This design comes from an exercise in tuning for small area and a short achievable clock period on the open sky130 flow, not from production work. Power and IR drop assume default switching activity.

## oak
==> flow/design.v <==
module project3_frame(
  input        CLOCK_50,
  input        RESET_N,
  input  [3:0] KEY,
  output [6:0] HEX0,
  output [6:0] HEX1,
  output [9:0] LEDR,
  output [13:0] imem_addr,
  input  [31:0] imem_data,
  output [13:0] dmem_addr,
  output [31:0] dmem_wdata,
  output dmem_we,
  output dmem_re,
  input  [31:0] dmem_rdata
);
  wire clk = CLOCK_50;
  wire reset = !RESET_N;
  reg [31:0] pc;
  reg        take;         
  reg [31:0] tgt;
  reg        ab;           
  reg        fl_v;         
  reg [31:0] fl_inst;
  reg [31:0] fl_pcp;       
  reg [15:0] fl_oh1, fl_oh2;  
  reg        fl_hitj1, fl_hitj2;  
  reg        fl_hitk1, fl_hitk2;  
  reg        sb;           
  reg        d_isbr, d_isjmp, d_rd, d_wr, d_wreg;
  reg [3:0]  d_wregno;
  reg [31:0] d_r1;         
  reg [31:0] d_r2;         
  reg [31:0] d_b;          
  reg [31:0] d_y;          
  reg        d_sub;
  reg [1:0]  d_ct;         
  reg [3:0]  d_tt;         
  reg        d_ssum, d_scmp, d_sshr, d_sshl, d_sy;
  reg        m_rd, m_wr, m_wreg;
  reg [3:0]  m_wregno;
  reg [31:0] m_alu, m_r2;
  reg        w_hexwe, w_ledwe;
  reg [9:0]  w_data;
  reg [7:0]  hex;
  reg [9:0]  ledr;
  reg [31:0] regs [0:15];
  reg [15:0] rvalid;
  wire [31:0] inst_f = imem_data;
  wire f_isbj = (inst_f[31:29] == 3'b001);
  wire f_isbr = (inst_f[31:28] == 4'b0010);
  wire [31:0] pc_f = take ? tgt : pc;
  wire [31:0] pc4 = pc + 32'd4;
  wire [31:0] tgt4 = tgt + 32'd4;
  wire [31:0] pcplus = take ? tgt4 : pc4;
  assign imem_addr = pc_f[15:2];
  wire        br_cond;
  wire [31:0] jt;
  wire [31:0] aluout;
  always @(posedge clk or posedge reset) begin
    if (reset) begin
      pc <= 32'h100;
      take <= 1'b0;
      ab <= 1'b0;
      fl_v <= 1'b0;
    end else begin
      if (!ab) pc <= pcplus;
      else if (d_isjmp) pc <= jt;
      else pc <= pc_f;
      take <= ab && d_isbr && br_cond;
      if (!ab) begin
        if (f_isbj) ab <= 1'b1;
      end else if (d_isbr || d_isjmp) begin
        ab <= f_isbr;
      end
      fl_v <= !(ab && !f_isbr);
    end
  end
  always @(posedge clk) begin
    tgt <= d_y;
    fl_inst <= inst_f;
    fl_pcp <= pcplus;
    fl_oh1 <= 16'd1 << inst_f[7:4];
    fl_oh2 <= 16'd1 << inst_f[3:0];
    fl_hitj1 <= wreg_next && (wregno_d == inst_f[7:4]);
    fl_hitj2 <= wreg_next && (wregno_d == inst_f[3:0]);
    fl_hitk1 <= d_wreg && (d_wregno == inst_f[7:4]);
    fl_hitk2 <= d_wreg && (d_wregno == inst_f[3:0]);
  end
  wire [31:0] inst = fl_inst;
  wire v = fl_v;
  wire [5:0] op1 = inst[31:26];
  wire [7:0] op2 = inst[25:18];
  wire [3:0] rd_f = inst[11:8];
  wire [3:0] rs = inst[7:4];
  wire [3:0] rt = inst[3:0];
  wire is_br_d  = v && (inst[31:28] == 4'b0010);
  wire is_jmp_d = v && (inst[31:28] == 4'b0011);
  wire is_lw_d  = v && (op1 == 6'b010010);
  wire is_sw_d  = v && (op1 == 6'b011010);
  wire alur_d   = !v || (op1 == 6'b000000);
  wire writes_rt = is_lw_d || (v && inst[31]) || is_jmp_d;
  wire wr_reg_d = writes_rt || alur_d;
  wire [3:0] wregno_d = writes_rt ? rt : (v ? rd_f : 4'd0);
  reg useimm_d, sub_d, ssum_d, scmp_d, sshr_d, sshl_d;
  reg [3:0] tt_d;
  always @* begin
    useimm_d = 1'b0;
    sub_d = 1'b0;
    ssum_d = 1'b0;
    scmp_d = 1'b0;
    sshr_d = 1'b0;
    sshl_d = 1'b0;
    tt_d = 4'b0000;
    if (v && op1 == 6'b000000) begin
      case (op2)
        8'b00001000, 8'b00001001, 8'b00001010, 8'b00001011: begin scmp_d = 1'b1; sub_d = 1'b1; end
        8'b00100000:  ssum_d = 1'b1;
        8'b00101000:  begin ssum_d = 1'b1; sub_d = 1'b1; end
        8'b00100100:  tt_d = 4'b1000;
        8'b00100101:   tt_d = 4'b1110;
        8'b00100110:  tt_d = 4'b0110;
        8'b00101100: tt_d = 4'b0111;
        8'b00101101:  tt_d = 4'b0001;
        8'b00101110: tt_d = 4'b1001;
        8'b00110000: sshr_d = 1'b1;
        8'b00110001: sshl_d = 1'b1;
        default: ;
      endcase
    end else if (v) begin
      case (op1)
        6'b010010, 6'b011010, 6'b100000: begin ssum_d = 1'b1; useimm_d = 1'b1; end
        6'b100100: begin tt_d = 4'b1000; useimm_d = 1'b1; end
        6'b100101:  begin tt_d = 4'b1110; useimm_d = 1'b1; end
        6'b100110: begin tt_d = 4'b0110; useimm_d = 1'b1; end
        default: ;
      endcase
      if (inst[31:28] == 4'b0010) sub_d = 1'b1;
    end
  end
  wire sy_d = v && (op1 == 6'b001100);
  wire hitk1 = fl_hitk1;    
  wire hitk2 = fl_hitk2;    
  wire wreg_next = !sb && wr_reg_d;    
  wire [15:0] sel1 = rvalid & fl_oh1 & {16{!hitk1}};
  wire [15:0] sel2 = rvalid & fl_oh2 & {16{!hitk2}};
  reg [31:0] rv1, rv2;
  integer j;
  always @* begin
    rv1 = {32{hitk1}} & m_alu;
    rv2 = {32{hitk2}} & m_alu;
    for (j = 0; j < 16; j = j + 1) begin
      rv1 = rv1 | ({32{sel1[j]}} & regs[j]);
      rv2 = rv2 | ({32{sel2[j]}} & regs[j]);
    end
  end
  wire [31:0] simm_d = {{16{inst[23]}}, inst[23:8]};
  wire useb_imm = useimm_d || is_jmp_d;
  wire [31:0] immx_d = is_jmp_d ? {simm_d[29:0], 2'b00} : simm_d;
  wire [31:0] b_d = useb_imm ? immx_d : (sub_d ? ~rv2 : rv2);
  wire [31:0] bt_d = fl_pcp + {simm_d[29:0], 2'b00};
  wire [31:0] y_d = (inst[31:28] == 4'b0010) ? bt_d : fl_pcp;
  wire hitj1 = fl_hitj1;    
  wire hitj2 = fl_hitj2;    
  wire [31:0] rv1_rev, alu_rev;
  genvar gr;
  generate
    for (gr = 0; gr < 32; gr = gr + 1) begin : g_rev1
      assign rv1_rev[gr] = rv1[31 - gr];
      assign alu_rev[gr] = aluout[31 - gr];
    end
  endgenerate
  wire [31:0] r1_d = hitj1 ? (sshl_d ? alu_rev : aluout) : (sshl_d ? rv1_rev : rv1);
  wire [31:0] r2_d = hitj2 ? aluout : rv2;
  wire [31:0] bb_d = (hitj2 && !useb_imm) ? (aluout ^ {32{sub_d}}) : b_d;
  always @(posedge clk or posedge reset) begin
    if (reset) begin
      sb <= 1'b0;
      d_isbr <= 1'b0;
      d_isjmp <= 1'b0;
      d_rd <= 1'b0;
      d_wr <= 1'b0;
      d_wreg <= 1'b0;
    end else begin
      d_isbr <= !sb && is_br_d;
      d_isjmp <= !sb && is_jmp_d;
      d_rd <= !sb && is_lw_d;
      d_wr <= !sb && is_sw_d;
      d_wreg <= wreg_next;
      if (!sb) sb <= is_br_d || is_jmp_d;
      else if (d_isbr || d_isjmp) sb <= 1'b0;
    end
  end
  always @(posedge clk) begin
    d_wregno <= wregno_d;
    d_r1 <= r1_d;
    d_r2 <= r2_d;
    d_b <= bb_d;
    d_y <= y_d;
    d_sub <= sub_d;
    d_ct <= (inst[31:28] == 4'b0010) ? op1[1:0] : op2[1:0];
    d_tt <= tt_d;
    d_ssum <= ssum_d;
    d_scmp <= scmp_d;
    d_sshr <= sshr_d;
    d_sshl <= sshl_d;
    d_sy <= sy_d;
  end
  wire [31:0] r1 = d_r1;
  wire [31:0] r2 = d_r2;                                   
  wire [31:0] b  = d_b;                                    
  wire [32:0] sum_c = {r1, 1'b1} + {b, d_sub};
  wire [31:0] sum = sum_c[32:1];
  wire [31:0] xr = r1 ^ b;
  wire eq = &xr;                                           
  wire lt = $signed(r1) < $signed(~b);
  reg cmp;
  always @* begin
    case (d_ct)
      2'd0: cmp = eq;
      2'd1: cmp = lt;
      2'd2: cmp = lt | eq;
      default: cmp = !eq;
    endcase
  end
  wire big = |b[31:5];
  wire [31:0] shres_rev;
  wire [31:0] shres = r1 >> b[4:0];
  genvar gs;
  generate
    for (gs = 0; gs < 32; gs = gs + 1) begin : g_rev2
      assign shres_rev[gs] = shres[31 - gs];
    end
  endgenerate
  wire [31:0] shr = big ? 32'd0 : shres;
  wire [31:0] shl = big ? 32'd0 : shres_rev;
  wire [31:0] lut;
  genvar gi;
  generate
    for (gi = 0; gi < 32; gi = gi + 1) begin : g_lut
      assign lut[gi] = d_tt[{r1[gi], b[gi]}];
    end
  endgenerate
  assign aluout = ({32{d_ssum}} & sum) | lut |
                       ({32{d_sshr}} & shr) | ({32{d_sshl}} & shl) |
                       ({32{d_sy}} & d_y) | {31'd0, d_scmp & cmp};
  assign br_cond = cmp;
  assign jt = sum;
  always @(posedge clk or posedge reset) begin
    if (reset) begin
      m_rd <= 1'b0;
      m_wr <= 1'b0;
      m_wreg <= 1'b0;
    end else begin
      m_rd <= d_rd;
      m_wr <= d_wr;
      m_wreg <= d_wreg;
    end
  end
  always @(posedge clk) begin
    m_wregno <= d_wregno;
    m_alu <= aluout;
    m_r2 <= r2;
  end
  assign dmem_addr = m_alu[15:2];
  assign dmem_wdata = m_r2;
  assign dmem_we = m_wr;
  assign dmem_re = m_rd;
  wire io_hi = (m_alu[31:8] == 24'hFFFFF0);
  wire [31:0] rdval = (io_hi && m_alu[7:0] == 8'h80) ? {28'd0, ~KEY} : dmem_rdata;
  wire [31:0] wbval = m_rd ? rdval : m_alu;
  integer k;
  always @(posedge clk) begin
    for (k = 0; k < 16; k = k + 1)
      if (m_wreg && m_wregno == k) regs[k] <= wbval;
  end
  always @(posedge clk or posedge reset) begin
    if (reset) begin
      rvalid <= 16'd0;
      w_hexwe <= 1'b0;
      w_ledwe <= 1'b0;
    end else begin
      if (m_wreg) rvalid[m_wregno] <= 1'b1;
      w_hexwe <= m_wr && io_hi && m_alu[7:0] == 8'h00;
      w_ledwe <= m_wr && io_hi && m_alu[7:0] == 8'h20;
    end
  end
  always @(posedge clk) begin
    w_data <= m_r2[9:0];
  end
  always @(posedge clk or posedge reset) begin
    if (reset) begin
      hex <= 8'hAD;
      ledr <= 10'd0;
    end else begin
      if (w_hexwe) hex <= w_data[7:0];
      if (w_ledwe) ledr <= w_data;
    end
  end
  assign HEX0 = {3'b000, hex[3:0]};
  assign HEX1 = {3'b000, hex[7:4]};
  assign LEDR = ledr;
endmodule
==> flow/config.mk <==
export PLATFORM = sky130hd
export DESIGN_NAME = project3_frame
export DESIGN_NICKNAME = project3_frame
export VERILOG_FILES = /design/flow/design.v
export SDC_FILE = /design/flow/constraint.sdc
export NUM_CORES = 4
export LEC_CHECK = 0
export CAP_MARGIN = 20
export CORE_MARGIN = 2
export CORE_UTILIZATION = 50
export SETUP_SLACK_MARGIN = 4.5
export SLEW_MARGIN = 20
==> flow/constraint.sdc <==
create_clock -name core_clock -period 8.0 [get_ports {CLOCK_50}]
set_input_delay 1.6000 -clock core_clock [delete_from_list [all_inputs] [get_ports {CLOCK_50}]]
set_output_delay 1.6000 -clock core_clock [all_outputs]
set_load 0.01 [all_outputs]
run.sh (not shown) runs the stock make flow with config.mk's settings and CLKGATE_MAP_FILE= SYNTH_SCRIPT=/design/flow/synth_recipe.tcl, a recipe that flattens the netlist after the stock synthesis.
### oak -> pine
--- a/flow/design.v
+++ b/flow/design.v
@@ -23,8 +23,6 @@
   reg [31:0] fl_inst;
   reg [31:0] fl_pcp;       
   reg [15:0] fl_oh1, fl_oh2;  
-  reg        fl_hitj1, fl_hitj2;  
-  reg        fl_hitk1, fl_hitk2;  
   reg        sb;           
   reg        d_isbr, d_isjmp, d_rd, d_wr, d_wreg;
   reg [3:0]  d_wregno;
@@ -81,10 +79,6 @@
     fl_pcp <= pcplus;
     fl_oh1 <= 16'd1 << inst_f[7:4];
     fl_oh2 <= 16'd1 << inst_f[3:0];
-    fl_hitj1 <= wreg_next && (wregno_d == inst_f[7:4]);
-    fl_hitj2 <= wreg_next && (wregno_d == inst_f[3:0]);
-    fl_hitk1 <= d_wreg && (d_wregno == inst_f[7:4]);
-    fl_hitk2 <= d_wreg && (d_wregno == inst_f[3:0]);
   end
   wire [31:0] inst = fl_inst;
   wire v = fl_v;
@@ -138,9 +132,8 @@
     end
   end
   wire sy_d = v && (op1 == 6'b001100);
-  wire hitk1 = fl_hitk1;    
-  wire hitk2 = fl_hitk2;    
-  wire wreg_next = !sb && wr_reg_d;    
+  wire hitk1 = m_wreg && (m_wregno == rs);
+  wire hitk2 = m_wreg && (m_wregno == rt);
   wire [15:0] sel1 = rvalid & fl_oh1 & {16{!hitk1}};
   wire [15:0] sel2 = rvalid & fl_oh2 & {16{!hitk2}};
   reg [31:0] rv1, rv2;
@@ -157,10 +150,9 @@
   wire useb_imm = useimm_d || is_jmp_d;
   wire [31:0] immx_d = is_jmp_d ? {simm_d[29:0], 2'b00} : simm_d;
   wire [31:0] b_d = useb_imm ? immx_d : (sub_d ? ~rv2 : rv2);
-  wire [31:0] bt_d = fl_pcp + {simm_d[29:0], 2'b00};
-  wire [31:0] y_d = (inst[31:28] == 4'b0010) ? bt_d : fl_pcp;
-  wire hitj1 = fl_hitj1;    
-  wire hitj2 = fl_hitj2;    
+  wire [31:0] y_d = fl_pcp + ((inst[31:28] == 4'b0010) ? {simm_d[29:0], 2'b00} : 32'd0);
+  wire hitj1 = d_wreg && (d_wregno == rs);
+  wire hitj2 = d_wreg && (d_wregno == rt);
   wire [31:0] rv1_rev, alu_rev;
   genvar gr;
   generate
@@ -185,7 +177,7 @@
       d_isjmp <= !sb && is_jmp_d;
       d_rd <= !sb && is_lw_d;
       d_wr <= !sb && is_sw_d;
-      d_wreg <= wreg_next;
+      d_wreg <= !sb && wr_reg_d;
       if (!sb) sb <= is_br_d || is_jmp_d;
       else if (d_isbr || d_isjmp) sb <= 1'b0;
     end
Findings:
- Cmp pine and oak / non-clock buffer share of cell area / lower: oak
- Setup slack in pine is smaller than in oak.
- pine ends up with a area of all placed cells without fillers that is about 4% higher than in oak.
- Largest net degree at the start of global routing: pine < oak
- Looking at area of the die, pine sits 1.6% lower than oak does.
- pine | stages: all done | timing, DRC, antenna: all pass
- Measured against pine, the clock power of oak comes out at 0.902 times the reference value.
- Global routing usage on met1 ended up 0.62 points lower on pine than on oak.
- Cell at the slowest stage of the critical path: sky130_fd_sc_hd__dfrtp_2 -> pine, sky130_fd_sc_hd__a21oi_1 -> oak
- The capturing instance or port of the critical path comes out d_b[15] in one run and imem_addr[5] in the other, namely in oak and pine respectively.
- pine against oak: utilization moved up, total of fill cells in the finished design moved down.
No run of this note included a check of the RTL's function; only the layout flow was run.

-- static timing again, ports no longer ideal --
How much do the figures lean on ideal ports? The routed layouts below were timed once more, with nothing changed but the port constraints. Step 1: set_driving_cell puts a clkbuf_16 on CLOCK_50 and a buf_2 on each other input, an assumption about the parent block. Step 2 times the ports against the registers' clock, not the clock port: input delays grow and output delays shrink by t, the midpoint of the rising clock arrivals with the driver on. a / b / c = ideal ports / drivers / drivers and shift; a / b = the first two.
| run | shift t [ns] | setup slack, ns | worst hold slack (ns) | worst setup path at the end |
|---|---|---|---|---|
| oak | 0.760 | 4.421 / 4.351 / 4.421 | 0.324 / 0.324 / 0.324 | register to register |
| pine | 0.767 | 4.367 / 4.293 / 4.389 | 0.324 / 0.324 / 0.324 | register to register |
After both steps every run listed still meets setup and hold.
